From an optimization exercise on the open Yosys and OpenROAD flow, aimed at small area; shortcuts taken in it are not production practice. Function was checked by simulation only, so behaviour that the tests miss may differ from the original. No activity file was given, so power comes from the tool's default toggle rates.

==> design/flow/design.v <==
module final_project(clk, rst, a_in, sw, HEX3, HEX2, HEX1, btn2, btn1, btn0, HEX0, led);
	input clk;
	input rst;
	input [3:0] a_in;
	input [5:0] sw;
	output reg [0:7] HEX3;
	output reg [0:7] HEX2;
	output reg [0:7] HEX1;
	output reg [0:7] HEX0;
	input btn2;
	input btn1;
	input btn0;
	output reg [9:0] led;
	reg [9:0] n;
	reg [3:0] i, j;
	reg c;
	localparam [0:7] SEG0 = 8'b00000011;
	localparam [0:7] SEG1 = 8'b10011111;
	localparam [0:7] SEG2 = 8'b00100101;
	localparam [0:7] SEG3 = 8'b00001101;
	localparam [0:7] SEG4 = 8'b10011001;
	localparam [0:7] SEG5 = 8'b01001001;
	localparam [0:7] SEG6 = 8'b01000001;
	localparam [0:7] SEG7 = 8'b00011011;
	localparam [0:7] SEG8 = 8'b00000001;
	localparam [0:7] SEG9 = 8'b00001001;
	localparam [0:7] answer0 = SEG4;
	localparam [0:7] answer1 = SEG3;
	localparam [0:7] answer2 = SEG2;
	localparam [0:7] answer3 = SEG1;
	function [0:7] num;
		input [3:0] k;
		case (k)
			4'd0: num = SEG0;
			4'd1: num = SEG1;
			4'd2: num = SEG2;
			4'd3: num = SEG3;
			4'd4: num = SEG4;
			4'd5: num = SEG5;
			4'd6: num = SEG6;
			4'd7: num = SEG7;
			4'd8: num = SEG8;
			4'd9: num = SEG9;
			default: num = 8'b00000000;
		endcase
	endfunction
	reg [0:7] h3, h2, h1, h0;
	reg [0:7] nh3, nh2, nh1, nh0;
	reg [9:0] nled, nn;
	reg [3:0] ni, nj;
	reg nc;
	reg guess;
	always @* begin
		h3 = HEX3; h2 = HEX2; h1 = HEX1; h0 = HEX0;
		nled = led; nn = n; ni = i; nj = j; nc = c;
		if (sw[4]) begin
			h3 = SEG0; h2 = SEG0; h1 = SEG0; h0 = SEG0;
			ni = 4'd0;
			nj = 4'd0;
			if (n < 10'd10) nled[n] = 1'b0;
			if (nled[0] == 1'b0) begin
				h3 = 8'b11100011;  
				h2 = 8'b00000011;  
				h1 = 8'b01001001;  
				h0 = 8'b01100001;  
			end
			nc = 1'b0;
		end else begin
			if (sw[3] && a_in <= 4'd9) h3 = num(a_in);
			if (sw[2]) h2 = num(a_in);
			if (sw[1]) h1 = num(a_in);
			if (sw[0]) h0 = num(a_in);
		end
		guess = sw[5] && !c;
		if (guess && h3 == answer3)
			nj = nj + 4'd1;
		else if (guess && (h3 == answer0 || h3 == answer1 || h3 == answer2) &&
		         h2 != answer2 && h1 != answer1 && h0 != answer0)
			ni = ni + 4'd1;
		if (guess && h2 == answer2)
			nj = nj + 4'd1;
		else if (guess && (h2 == answer0 || h2 == answer1 || h2 == answer3) &&
		         h3 != answer3 && h1 != answer1 && h0 != answer0)
			ni = ni + 4'd1;
		if (guess && h1 == answer1)
			nj = nj + 4'd1;
		else if (guess && (h1 == answer0 || h1 == answer2 || h1 == answer3) &&
		         h2 != answer2 && h3 != answer3 && h0 != answer0)
			ni = ni + 4'd1;
		if (guess && h0 == answer0)
			nj = nj + 4'd1;
		else if (guess && (h0 == answer1 || h0 == answer2 || h0 == answer3) &&
		         h2 != answer2 && h1 != answer1 && h3 != answer3)
			ni = ni + 4'd1;
		nh3 = h3; nh2 = h2; nh1 = h1; nh0 = h0;
		if (guess && nj == 4'd4) begin
			nh3 = 8'b01000001;  
			nh2 = 8'b11000101;  
			nh1 = 8'b11000101;  
			nh0 = 8'b10000101;  
		end else if (guess) begin
			nh3 = num(nj);
			nh2 = 8'b00010001;  
			nh1 = num(ni);
			nh0 = 8'b00000001;  
			nc = 1'b1;
			nn = n - 10'd1;
		end
	end
	always @(posedge clk) begin
		if (rst) begin
			HEX3 <= SEG0;
			HEX2 <= SEG0;
			HEX1 <= SEG0;
			HEX0 <= SEG0;
			led <= 10'b1111111111;
			n <= 10'd10;
			i <= 4'd0;
			j <= 4'd0;
			c <= 1'b0;
		end else begin
			HEX3 <= nh3;
			HEX2 <= nh2;
			HEX1 <= nh1;
			HEX0 <= nh0;
			led <= nled;
			n <= nn;
			i <= ni;
			j <= nj;
			c <= nc;
		end
	end
endmodule
==> design/flow/run.sh <==
#!/bin/bash
# synth_recipe.tcl (not shown) runs the flow's synth.tcl, then flattens the netlist and writes it again
# the make line also repeats each setting of config.mk as NAME=value (left out here)
make -C /OpenROAD-flow-scripts/flow DESIGN_CONFIG=/design/flow/config.mk WORK_HOME=/design/flow/orfs CLKGATE_MAP_FILE= SYNTH_SCRIPT=/design/flow/synth_recipe.tcl finish
==> design/flow/config.mk <==
export PLATFORM = sky130hd
export DESIGN_NAME = final_project
export DESIGN_NICKNAME = final_project
export VERILOG_FILES = /design/flow/design.v
export SDC_FILE = /design/flow/constraint.sdc
export NUM_CORES = 4
export LEC_CHECK = 0
export CAP_MARGIN = 20
export CORE_MARGIN = 2
export CORE_UTILIZATION = 40
export SLEW_MARGIN = 20
==> design/flow/constraint.sdc <==
create_clock -name core_clock -period 8.0 [get_ports {clk}]
set_input_delay 1.6000 -clock core_clock [delete_from_list [all_inputs] [get_ports {clk}]]
set_output_delay 1.6000 -clock core_clock [all_outputs]
set_load 0.01 [all_outputs]
==> impl_metrics.toml <==
[setup_path]
crit_path_start = "a_in[0]"
path_cells = "clkdlybuf4s50_1 > inv_1 > ha_1 > or3b_2 > a31o_2 > a22oi_2 > nand3_1 > nor2_1 > nand2_1 > o21ai_0 > ha_1 > nand2_1 > or4_1 > mux2i_1 > xor2_1 > xnor2_1 > o2111ai_1 > xnor2_2 > o21ai_1 > buf_4 > or3_1 > mux2i_1"
end_kind = "flop"
reg2reg_from = "n[0]"
crit_fanout = 12
critPathSlowestCell = "clkdlybuf4s50_1"
slowest_delay_ns = 0.53
cp.arrival_ns = 7.33
crit_buf_inv = 3
crit_family = "simple AND/OR/NAND/NOR gates"
worstPathRequired_ns = 8.23
worstSetupPathType = "in -> reg"
cp-start-kind = "primary input"

[final_layout]
drive_above_1_share = 0.101
final_core_util = 0.485
synthToLayoutAreaGrowth_pct = 18.7
layout.nets = 746
num_antenna_cells = 0

[grt]
grt.total_usage = 0.228
grt_first_pass_wirelength_mm = 25.4
grt_max_degree = 31
grt_overflow = 0
grt_pass1_vias = 5014
antenna_found_initial = 0

[place]
dp_slack_ns = 0.585
hpwl_mm = 11.6
portBuffers = 53
place.gp.congestion = 0.948

[logic_synthesis]
yosysWarnings = 1
synth_enable_flop_cells = 0
synth_seq_cells = 61
synth_top_cell_by_area = "dfxtp_1"
ys.flop_type = "dfxtp_1"
ys_seq_area_frac = 0.238
yosysUniqueCellTypes = 89
synth_nets = 705
synth_cells = 665
synth_area_leaders = "dfxtp_1 (24%), ha_1 (6.1%), nor2_1 (5.0%)"
async_flop_share = 0
synth_area_per_cell_um2 = 7.73
netlist.area_leader.share = 0.238
syn_area_um2 = 5140

[route]
firstDrtPassIters = 5
totalWireLength_mm = 15.7
drtIter0Drc = 404
antenna_left = 0
drc = 0
via_per_inst = 5.83
vias = 5151
wl_per_cell_um = 17.8

[cts]
cts_setup_buffers = 0
cts_tree = "built"
path_clk_slew_ns = 0.06
htreeDepth = 3
clkSinkCount = 61
cts-root-buf = "clkbuf_16"
clk_latency_ns = 0.34
hold_buffers = 0
clockBufferDepth = 2
cts_buffers = 9
cts_resized = 0

[sta]
worstMarginPinSlew_ns = 0.913
slew_headroom = 0.391
slew_viol_final = 0
fin_crit_sh = 0.888
fin_hold_ws_ns = 0.445
max_freq_ghz = 0.141
setup_slack_ns = 0.898
setup_viol = 0
setup_tns_ns = 0
finClkSkew_ns = 0.00586
finalHoldViolCount = 0
min_period_ns = 7.10
rsz0062_at_grt = "false"

[hold_path]
hp-class = "reg -> reg"
min-delay-start = "led[8]"

[power_and_ir_drop]
pwr-share-clk = 0.442
combPwrFrac = 0.183
p_leak_nw = 2.36
p_sw_frac = 0.302
intPower_uw = 607
ir_drop_mv = 0.0931
switchingPower_uw = 262
pwr_density_cell_nw_per_um2 = 142
pwr-share-seq = 0.375

[floorplanning]
die_h_um = 117
coreArea_um2 = 12600
die_x_um = 117
io_pins = 57
die-area_um2 = 13800
start_util = 0.409
fp-row-count = 41

[status]
outcome = "no timing/DRC/antenna violations"

[job]
drv_cap = 0
synth_stat cells, types with 6 or more instances:
library cell,instances
nor2_1,68
nand2_1,67
dfxtp_1,61
a21oi_1,33
o21ai_0,32
ha_1,25
inv_1,23
nor3_1,17
xnor2_1,17
clkbuf_1,16
mux2i_1,16
nand3_1,15
nand2b_1,14
nand4_1,14
nor2b_1,14
or3_1,13
xor2_1,12
o211ai_1,11
buf_2,10
and2_1,9
a31oi_1,8
a21o_1,7
buf_1,7
a211oi_1,6
nor4_1,6
o2111ai_1,6
o21ai_1,6
o31ai_1,6
cell type report:
| class | count | area (µm²) |
|---|---|---|
| fillers | 1197 | 6470 |
| multi-input cells | 541 | 3630 |
| flip-flops and latches | 61 | 1220 |
| repair buffers | 70 | 658 |
| clock buffers | 11 | 253 |
| well taps | 172 | 215 |
| inverters | 23 | 86.3 |
| clock inverters | 5 | 41.3 |
path summary, 6_finish.rpt:
path | slack, ns | cells past startpoint | end
setup / recovery | 0.90 | 22 | n[3]
hold / removal | 0.45 | 2 | led[8]
setup reg to reg | 2.66 | 18 | HEX1[3]
hold reg to reg | 0.45 | 2 | led[8]
cells by family after synthesis:
group                    share of synthesized area
flip-flops                                   0.238
AO/OA/AOI/OAI                                0.240
multiplexers                                0.0421
AND/OR/NAND/NOR                              0.310
adder cells (fa/ha/maj)                     0.0609
buffers and inverters                       0.0572
XOR/XNOR                                    0.0526
registers in the layout, summed over array words and instances, names as in the netlist:
| name | flops |
|---|---|
| i | 4 |
| HEX0 | 8 |
| n | 10 |
| c | 1 |
| led | 10 |
| HEX1 | 8 |
| HEX3 | 8 |
| HEX2 | 8 |
| j | 4 |
tightest hold or removal path, delay by kind of cell (launching register included):
kind	cells	cell delay, ns
simple gates	2	0.09
flops	1	0.31
routing by layer:
metal,global-route usage,share of wire,vias up
met5,0,0,-
met4,0.0926,0.021,0
met3,0.0511,0.073,28
met2,0.370,0.46,200
met1,0.291,0.45,2402
li1,-,-,2521
metrics by stage:
step                power (mW)  cell area, µm²  cells
floorplan                0.434            5140    665
global placement         0.487            5810    867
detailed placement       0.488            5810    867
CTS                      0.875            6100    883
global route             0.905            6100    883
finish                   0.869            6100    883
layout by cell type, fill, tap and decap left out, drive strengths merged, types with 5 or more instances in the layout:
master,Yosys,routed
o31ai,8,8
mux2i,16,16
and2,10,10
nor2b,15,15
and3,6,6
a31oi,8,8
a211oi,7,7
or2,8,8
a21o,7,7
nand2,68,68
nor3,19,19
mux2,5,5
o21ai,39,39
a21oi,33,33
nand4,14,14
nor4,7,7
o211ai,11,11
or3,14,14
ha,25,25
inv,23,26
clkbuf,16,11
clkdlybuf4s50,0,53
xnor2,18,18
nor3b,5,5
buf,24,17
nand2b,14,14
dfxtp,61,61
o2111ai,6,6
xor2,12,12
nor2,68,68
and4,5,5
nand3,15,15
power groups by stage:
| stage | combinational (mW) | sequential (mW) | clock, mW |
|---|---|---|---|
| finish | 0.159 | 0.326 | 0.384 |
| global route | 0.173 | 0.327 | 0.404 |
| CTS | 0.157 | 0.325 | 0.393 |
| detailed placement | 0.156 | 0.332 | 0 |
| global placement | 0.155 | 0.332 | 0 |
| floorplan | 0.103 | 0.331 | 0 |

-- separate check: timing with driven ports --
The flow's constraints put no driver on any port. The routed layout listed below was extracted and timed again, unchanged, in two steps.
Step 1: set_driving_cell puts a clkbuf_16 on clk and a buf_2 on each other input, an assumption about the parent block.
Step 2 adds t to the input delays and takes it off the output delays; t is the mean of the earliest and latest rising clock arrival at the registers after step 1. Input paths then give back, and output paths get back, about the clock's delay inside the block.
a / b / c = no drivers / after step 1 / after step 2; a / b = the first two.
t (ns): 0.373
setup slack, ns: 0.898 / 0.909 / 0.536
cell pins on the clock port's net: 1
After both steps this run still meets setup and hold. For this run, drivers alone change the setup slack by +0.011 ns; drivers and shift together by -0.362 ns.
